What follows belongs to an exercise in optimizing a design on an open flow for small area; a production flow would make more cautious choices.
The RTL was checked by simulation tests, not by an equivalence proof against the original design.
Power and IR drop assume default switching activity.

--- flow/config.mk ---
export PLATFORM = sky130hd
export DESIGN_NAME = FemtoRV32
export DESIGN_NICKNAME = FemtoRV32
export VERILOG_FILES = /design/flow/design.v
export SDC_FILE = /design/flow/constraint.sdc
export NUM_CORES = 4
export LEC_CHECK = 0
export CAP_MARGIN = 20
export CORE_MARGIN = 2
export CORE_UTILIZATION = 40
export SLEW_MARGIN = 20
--- flow/constraint.sdc ---
create_clock -name core_clock -period 20.0 [get_ports {clk}]
set_input_delay 4.0000 -clock core_clock [delete_from_list [all_inputs] [get_ports {clk}]]
set_output_delay 4.0000 -clock core_clock [all_outputs]
set_load 0.01 [all_outputs]
--- flow/design.v ---
module FemtoRV32(
   input 	 clk,
   output [31:0] mem_addr,   
   output [31:0] mem_wdata,  
   output [3:0]  mem_wmask,  
   input [31:0]  mem_rdata,  
   output 	 mem_rstrb,  
   input 	 mem_rbusy,  
   input 	 mem_wbusy,  
   input 	 reset       
);
   parameter RESET_ADDR       = 32'h00000000;
   parameter ADDR_WIDTH       = 24;
   reg tee;
   reg  [ADDR_WIDTH-1:1] PC;   
   reg  [31:2] instr;
   localparam FETCH_INSTR_bit     = 0;
   localparam WAIT_INSTR_bit      = 1;
   localparam EXECUTE_bit         = 2;
   localparam WAIT_ALU_OR_MEM_bit = 3;
   localparam FETCH_INSTR     = 4'b0001;
   localparam WAIT_INSTR      = 4'b0010;
   localparam EXECUTE         = 4'b0100;
   localparam WAIT_ALU_OR_MEM = 4'b1000;
   reg [3:0] state;
   wire [4:0] rdId = instr[11:7];
   wire [7:0] funct3Is = 8'b00000001 << instr[14:12];
   wire [31:0] Uimm = {    instr[31],   instr[30:12], {12{1'b0}}};
   wire [31:0] Iimm = {{21{instr[31]}}, instr[30:20]};
   wire [31:0] Simm = {{21{instr[31]}}, instr[30:25],instr[11:7]};
   wire [31:0] Bimm = {{20{instr[31]}}, instr[7],instr[30:25],instr[11:8],1'b0};
   wire [31:0] Jimm = {{12{instr[31]}}, instr[19:12],instr[20],instr[30:21],1'b0};
   wire isLoad    =  (instr[6:2] == 5'b00000);
   wire isALUimm  =  (instr[6:2] == 5'b00100);
   wire isStore   =  (instr[6:2] == 5'b01000);
   wire isALUreg  =  (instr[6:2] == 5'b01100);
   wire isSYSTEM  =  (instr[6:2] == 5'b11100);
   wire isJAL     =  (instr[6:2] == 5'b11011);
   wire isJALR    =  (instr[6:2] == 5'b11001);
   wire isLUI     =  (instr[6:2] == 5'b01101);
   wire isAUIPC   =  (instr[6:2] == 5'b00101);
   wire isBranch  =  (instr[6:2] == 5'b11000);
   wire isALU = isALUimm | isALUreg;
   reg [31:0] registerFile [31:1];
   wire [4:0]  rdAddr = state[WAIT_INSTR_bit] ? mem_rdata[19:15] : instr[24:20];
   wire [31:0] rdPort = (rdAddr == 5'd0) ? 32'b0 : registerFile[rdAddr];
   wire [31:0] writeBackData;
   wire        writeBack;
   always @(posedge clk) begin
     if (writeBack && rdId != 0)
       registerFile[rdId] <= writeBackData;
   end
   reg  [31:0] aluReg;    
   reg  [4:0]  aluShamt;
   wire [31:0] aluIn1 = aluReg;
   wire [31:0] aluIn2 = isALUreg | isBranch ? rdPort : Iimm;
   wire aluBusy = |aluShamt;
   wire [31:0] aluPlus = aluIn1 + aluIn2;
   wire [32:0] aluMinus = {1'b1, ~aluIn2} + {1'b0,aluIn1} + 33'b1;
   wire        LT  = (aluIn1[31] ^ aluIn2[31]) ? aluIn1[31] : aluMinus[32];
   wire        LTU = aluMinus[32];
   wire        EQ  = (aluMinus[31:0] == 0);
   wire funct3IsShift = funct3Is[1] | funct3Is[5];
   wire [31:0] aluOut =
     (funct3Is[0]  ? instr[30] & instr[5] ? aluMinus[31:0] : aluPlus : 32'b0) |
     (funct3Is[2]  ? {31'b0, LT}                                     : 32'b0) |
     (funct3Is[3]  ? {31'b0, LTU}                                    : 32'b0) |
     (funct3Is[4]  ? aluIn1 ^ aluIn2                                 : 32'b0) |
     (funct3Is[6]  ? aluIn1 | aluIn2                                 : 32'b0) |
     (funct3Is[7]  ? aluIn1 & aluIn2                                 : 32'b0) |
     (funct3IsShift ? aluReg                                         : 32'b0) ;
   wire aluWr = state[EXECUTE_bit] & isALU;
   always @(posedge clk) begin
      if (state[WAIT_INSTR_bit] & reset & !mem_rbusy)
         aluReg <= rdPort;
      else if (|aluShamt)
         aluReg <= funct3Is[1] ? aluReg << 1 :
                   {instr[30] & aluReg[31], aluReg[31:1]};
      if (!reset)
         aluShamt <= 0;
      else if (aluWr & funct3IsShift)
         aluShamt <= aluIn2[4:0];
      else if (|aluShamt)
         aluShamt <= aluShamt - 1;
   end
   wire predicate =
        funct3Is[0] &  EQ  |
        funct3Is[1] & !EQ  |
        funct3Is[4] &  LT  |
        funct3Is[5] & !LT  |
        funct3Is[6] &  LTU |
        funct3Is[7] & !LTU ;
   wire [ADDR_WIDTH-1:0] PCfull = {PC, 1'b0};
   wire [ADDR_WIDTH-1:0] PCplus4 = PCfull + 4;
   wire [ADDR_WIDTH-1:0] PCplusImm = PCfull + ( instr[3] ? Jimm[ADDR_WIDTH-1:0] :
                                                instr[4] ? Uimm[ADDR_WIDTH-1:0] :
                                                           Bimm[ADDR_WIDTH-1:0] );
   wire [ADDR_WIDTH-1:0] loadstore_addr = aluReg[ADDR_WIDTH-1:0] +
                   (instr[5] ? Simm[ADDR_WIDTH-1:0] : Iimm[ADDR_WIDTH-1:0]);
   wire redirect = loadstore_addr[21] & loadstore_addr[20] & !tee;
   assign mem_addr = state[EXECUTE_bit] ?
                     (redirect ? 32'h400004 : {8'b0, loadstore_addr}) :
                     {8'b0, PCfull};
   reg [31:0] cycles;
   wire mem_byteAccess     = instr[13:12] == 2'b00;
   wire mem_halfwordAccess = instr[13:12] == 2'b01;
   wire [15:0] LOAD_halfword = loadstore_addr[1] ? mem_rdata[31:16] : mem_rdata[15:0];
   wire  [7:0] LOAD_byte     = loadstore_addr[0] ? LOAD_halfword[15:8] : LOAD_halfword[7:0];
   wire LOAD_sign = !instr[14] & (mem_byteAccess ? LOAD_byte[7] : LOAD_halfword[15]);
   wire [31:0] LOAD_data =
         mem_byteAccess ? {{24{LOAD_sign}},     LOAD_byte} :
     mem_halfwordAccess ? {{16{LOAD_sign}}, LOAD_halfword} :
                          mem_rdata ;
   assign writeBackData  =
      (isSYSTEM            ? cycles              : 32'b0) |
      (isLUI               ? Uimm                : 32'b0) |
      (isALU               ? aluOut              : 32'b0) |
      (isAUIPC             ? {8'b0, PCplusImm}   : 32'b0) |
      (isJALR   | isJAL    ? {8'b0, PCplus4}     : 32'b0) |
      (isLoad              ? LOAD_data           : 32'b0) ;
   wire [31:0] rs2 = rdPort;
   assign mem_wdata[ 7: 0] = redirect ? 8'b0111 : rs2[7:0];
   assign mem_wdata[15: 8] = loadstore_addr[0] ? rs2[7:0]  : rs2[15: 8];
   assign mem_wdata[23:16] = loadstore_addr[1] ? rs2[7:0]  : rs2[23:16];
   assign mem_wdata[31:24] = loadstore_addr[0] ? rs2[7:0]  :
                             loadstore_addr[1] ? rs2[15:8] : rs2[31:24];
   wire [3:0] STORE_wmask =
              mem_byteAccess      ?
                    (loadstore_addr[1] ?
                          (loadstore_addr[0] ? 4'b1000 : 4'b0100) :
                          (loadstore_addr[0] ? 4'b0010 : 4'b0001)
                    ) :
              mem_halfwordAccess ?
                    (loadstore_addr[1] ? 4'b1100 : 4'b0011) :
              4'b1111;
   assign writeBack = ~(isBranch | isStore) &
                      (state[EXECUTE_bit] |
                       state[WAIT_ALU_OR_MEM_bit] & ~(isALU & ~funct3IsShift));
   assign mem_rstrb = state[EXECUTE_bit] & isLoad | state[FETCH_INSTR_bit];
   assign mem_wmask = {4{state[EXECUTE_bit] & isStore}} & STORE_wmask;
   wire jumpToPCplusImm = isJAL | (isBranch & predicate);
   wire needToWait = isLoad | isStore | isALU & funct3IsShift;
   always @(posedge clk) begin
      if(!reset) begin
         state      <= WAIT_ALU_OR_MEM;
         PC         <= RESET_ADDR[ADDR_WIDTH-1:1];
         tee        <= 0;
      end else
      case(1'b1)
        state[WAIT_INSTR_bit]: begin
           if(!mem_rbusy) begin
              instr <= mem_rdata[31:2];
              state <= EXECUTE;
              tee <= (mem_rdata == 32'h0000007b) ? 1'b1 :
                     ((mem_rdata == 32'h0000007f) ? 1'b0 : tee);
           end
        end
        state[EXECUTE_bit]: begin
           PC <= isJALR          ? aluPlus[ADDR_WIDTH-1:1] :
                 jumpToPCplusImm ? PCplusImm[ADDR_WIDTH-1:1] :
                 PCplus4[ADDR_WIDTH-1:1];
           state <= needToWait ? WAIT_ALU_OR_MEM : FETCH_INSTR;
        end
        state[WAIT_ALU_OR_MEM_bit]: begin
           if(!aluBusy & !mem_rbusy & !mem_wbusy) state <= FETCH_INSTR;
        end
        default: begin
          state <= WAIT_INSTR;
        end
      endcase
   end
   always @(posedge clk) cycles <= !reset ? 0 : cycles + 1;
endmodule
--- flow/run.sh ---
#!/bin/bash
# synth_recipe.tcl (not shown) runs the flow's synth.tcl, then flattens the netlist and writes it again
# the make line also repeats each setting of config.mk as NAME=value (left out here)
make -C /OpenROAD-flow-scripts/flow DESIGN_CONFIG=/design/flow/config.mk WORK_HOME=/design/flow/orfs CLKGATE_MAP_FILE= SYNTH_SCRIPT=/design/flow/synth_recipe.tcl finish
==> results.txt <==
- Status: complete, no violations
- Met3 wire len: about 19,000 um
- Final core occ: a little under half
- Setup_tns: 0 ns
- H-tree lvl count: 3
- Worst vdd ir: ~0.084 mV
- Area leader, netlist: edfxtp_1
- Worst-path cell chain: clkdlybuf4s50_1 -> mux2_8 -> buf_4 -> buf_4 -> nand2_1 -> and3_1 -> a311oi_1 -> a311oi_1 -> a311oi_1 -> o21ai_0 -> mux2i_1 -> clkdlybuf4s50_1
- Nets: between 5,000 and 6,000
- Largest family of logic cells by synthesized area: simple AND/OR/NAND/NOR gates
- Mux contribution to synthesized area: less than 1%
- Hpwl dp: between 100,000 and 150,000 um
- Adder-Cell Fraction of Synth Area: about 3.4%
- Worst EP arrival: just under 10 ns
- Seq/Total Area, Yosys: ~59%
- Most common cell on crit path: a311oi_1
- Starting Density: ~40%
- Pins Over Slew Limit: 0
- Xor/xnor cell area share of the yosys netlist: 2.164%
- Mapped Avg Cell Area: 10.62 um^2
- DP Area: ~59,000 um^2
- DR DRC count: 0
- DR vias: 43,970
- Row Count: approximately 140
- Worst-skew pair later-pin latency: between 0.7 and 0.8 ns
- Post-synth EDFFs: between 1,000 and 1,500
- CTS tree: built
- DR pass1 iterations: 6
- Die X: 377.7 um
- RSZ-0062 raised after global routing: no
- Max Clk Rate: around 73 MHz
- Critical path class: in2out
- Post-Syn Area: approximately 56,000 um^2
- Final setup violation count: 0
- Area grow syn2layout: 12.87%
- Compound-Gate Fraction of Synth Area: 13.02%
- CORE AREA: 139,000 um^2
- Share of cells above drive strength 1: roughly 8%
- First-pass GRT wire length: around 300,000 um
- CP endpoint kind: primary output
- Synth Flop Type: edfxtp_1
- GR Overflow Total: 0
- Final antenna-violating net count: 0
- Total track usage: roughly 29%
- Die area: ~140,000 um^2
- Buffer count from post-CTS setup fixing: 0
- Initial antenna violation count: 15
- PD cells: ~120 nW/um^2
- Min-Delay Path Class: reg2reg
- Max Clock Skew: 0.04658 ns
- Cts repair resizes: 0
- Max Used Layer: met5
- Least-Margin Pin Slew: between 1 and 1.5 ns
- Met2 WL: roughly 96,000 um
- # port buffers: 96
- Yosys top cell area share: approximately 57%
- Post-layout instance area: around 63,000 um^2
- Synth Register Bits: approximately 1,100
- Slew HR: around 25%
- Count leader, synth: nand2_1
- Post-synthesis simple-gate area fraction: between 15 and 20%
- Clk slew on worst S/H paths: around 0.06 ns
- Largest net degree at the start of global routing: 170
- Clock sink total: between 1,000 and 1,500
- Maxcap violations: 0
- Hold Buf Count CTS: 0
- Tcrit/Tclk final: between 60% and 70%
- WL met1: about 85,000 um
- Clock Tree Root: clkbuf_16
- Inst Count DP: ~7,000
- Vias in the first global route: a little over 40,000
- Mean number of vias per cell: slightly above 6
- Crit-path max FO: about 110
- Pleak: around 22 nW
- WL final: ~210,000 um
- Cells after Synth: between 5,000 and 6,000
- Async S/R FF share, synth: 0%
- Cts bufs inserted: 116
- Top post-synthesis cells by area: edfxtp_1, nand2_1, nand3_1, ha_1, a311oi_1
- Yosys cell types: 98
- Startpoint Class: primary input
- WL/cell: between 20 and 30 um
- Synth cell count leaders: nand2_1, edfxtp_1, nand3_1, clkbuf_1, o21ai_0
- Hold WS: around 0.47 ns
- Critical-path top delay cell: mux2_8
- CP required: ~16 ns
- CTS Buffer Depth: 3
- YS warnings: 1
- Slowest cell delay on critical path: 0.75 ns
- Fin cells: 7,224
- Initial DRC count: about 5,300
- I/O pins: about 110
- Minimum clock period: 13.65 ns
- Final Hold Fails: 0
- Die extent in y: roughly 380 um
- Gpl congestion: 1.041
==> placed cells by master, fill, tap and decap left out, types with 47 or more instances in the layout <==
cell type	n
a21oi_1	139
a311oi_1	194
and3_1	89
buf_4	133
clkbuf_16	118
clkdlybuf4s50_1	96
dfxtp_1	65
edfxtp_1	1054
ha_1	145
inv_1	119
nand2_1	1225
nand3_1	499
nor2_1	173
nor3_1	47
o211ai_1	62
o21ai_0	252
xnor2_1	81
xor2_1	57
==> final cells by class <==
| type | instances | area [um^2] |
|---|---|---|
| Antenna cell | 4 | 10.01 |
| Clock buffer | 149 | 3069 |
| Clock inverter | 59 | 609.3 |
| Fill cell | 12850 | 75960 |
| Inverter | 123 | 461.7 |
| Multi-Input combinational cell | 3657 | 21500 |
| Sequential cell | 1119 | 32950 |
| Tap cell | 1876 | 2347 |
| Timing Repair Buffer | 237 | 2107 |
==> worst max-delay path, delay by kind of cell <==
| kind | cells | cell delay [ns] |
|---|---|---|
| buf+inv | 4 | 2.59 |
| mux | 2 | 1.44 |
| compound gates | 4 | 1.18 |
| simple gates | 2 | 0.30 |
==> worst paths after layout <==
path / slack, ns / depth (start not counted) / to / start
worst max-delay path: 6.35 / 12 / mem_wdata[20] / mem_rdata[16]
worst min register to register: 0.47 / 1 / cycles[0] / cycles[0]
worst max register to register: 10.35 / 24 / PC[8] / instr[21]
worst min-delay path: 0.47 / 1 / cycles[0] / cycles[0]
==> through the flow <==
step	setup slack, ns	power (mW)
after floorplan	9.267	4.212
after global placement	6.210	5.151
after detailed placement	6.537	5.152
after CTS	6.536	7.266
after global routing	6.136	7.572
final	6.351	7.301
==> state kept, by name (all words and copies together), names as in the netlist <==
signal,count
aluShamt,5
state,4
tee,1
instr,30
cycles,32
PC,23
registerFile,992
aluReg,32
==> power by group <==
part	leakage, nW	switching (mW)	internal [mW]
clock network	1.78	0.934	1.20
logic	10.3	1.63	0.784
registers	10.3	0.0988	2.66
total	22.4	2.66	4.64
==> metal layers <==
metal,vias up,global-route usage (%)
li1,19400,-
met1,21980,38.52
met2,2199,45.38
met3,394,5.413
met4,6,11.78
met5,-,0
==> kinds of logic after synthesis <==
| kind of cell | count (synthesis) |
|---|---|
| other cells | 1 |
| fa+ha+maj | 149 |
| xor+xnor | 138 |
| compound gates | 1036 |
| flops | 1119 |
| buf+inv | 491 |
| mux | 48 |
| simple gates | 2278 |

re-timing with driven ports:
Ports are ideal in the flow. The routed layout listed here was re-timed in OpenROAD.
Step 1 sets driving cells, clkbuf_16 on the clock port and buf_2 on the other inputs (assumed; they add their load-dependent delay and slew).
Step 2 adds t to the input delays and takes it off the output delays; t is the mean of the earliest and latest rising clock arrival at the registers after step 1. Input paths then give back, and output paths get back, about the clock's delay inside the block.
Slacks: no drivers / after step 1 / after step 2; pairs: no drivers / after step 1.
shift t [ns]: 0.832
setup slack, ns: 6.351 / 6.324 / 6.324
worst slew at a driven data input, ns: 0.11
After both steps setup and hold are still met in this run. The setup slack of this run moves by -0.027 ns with the drivers and by -0.027 ns with both steps.
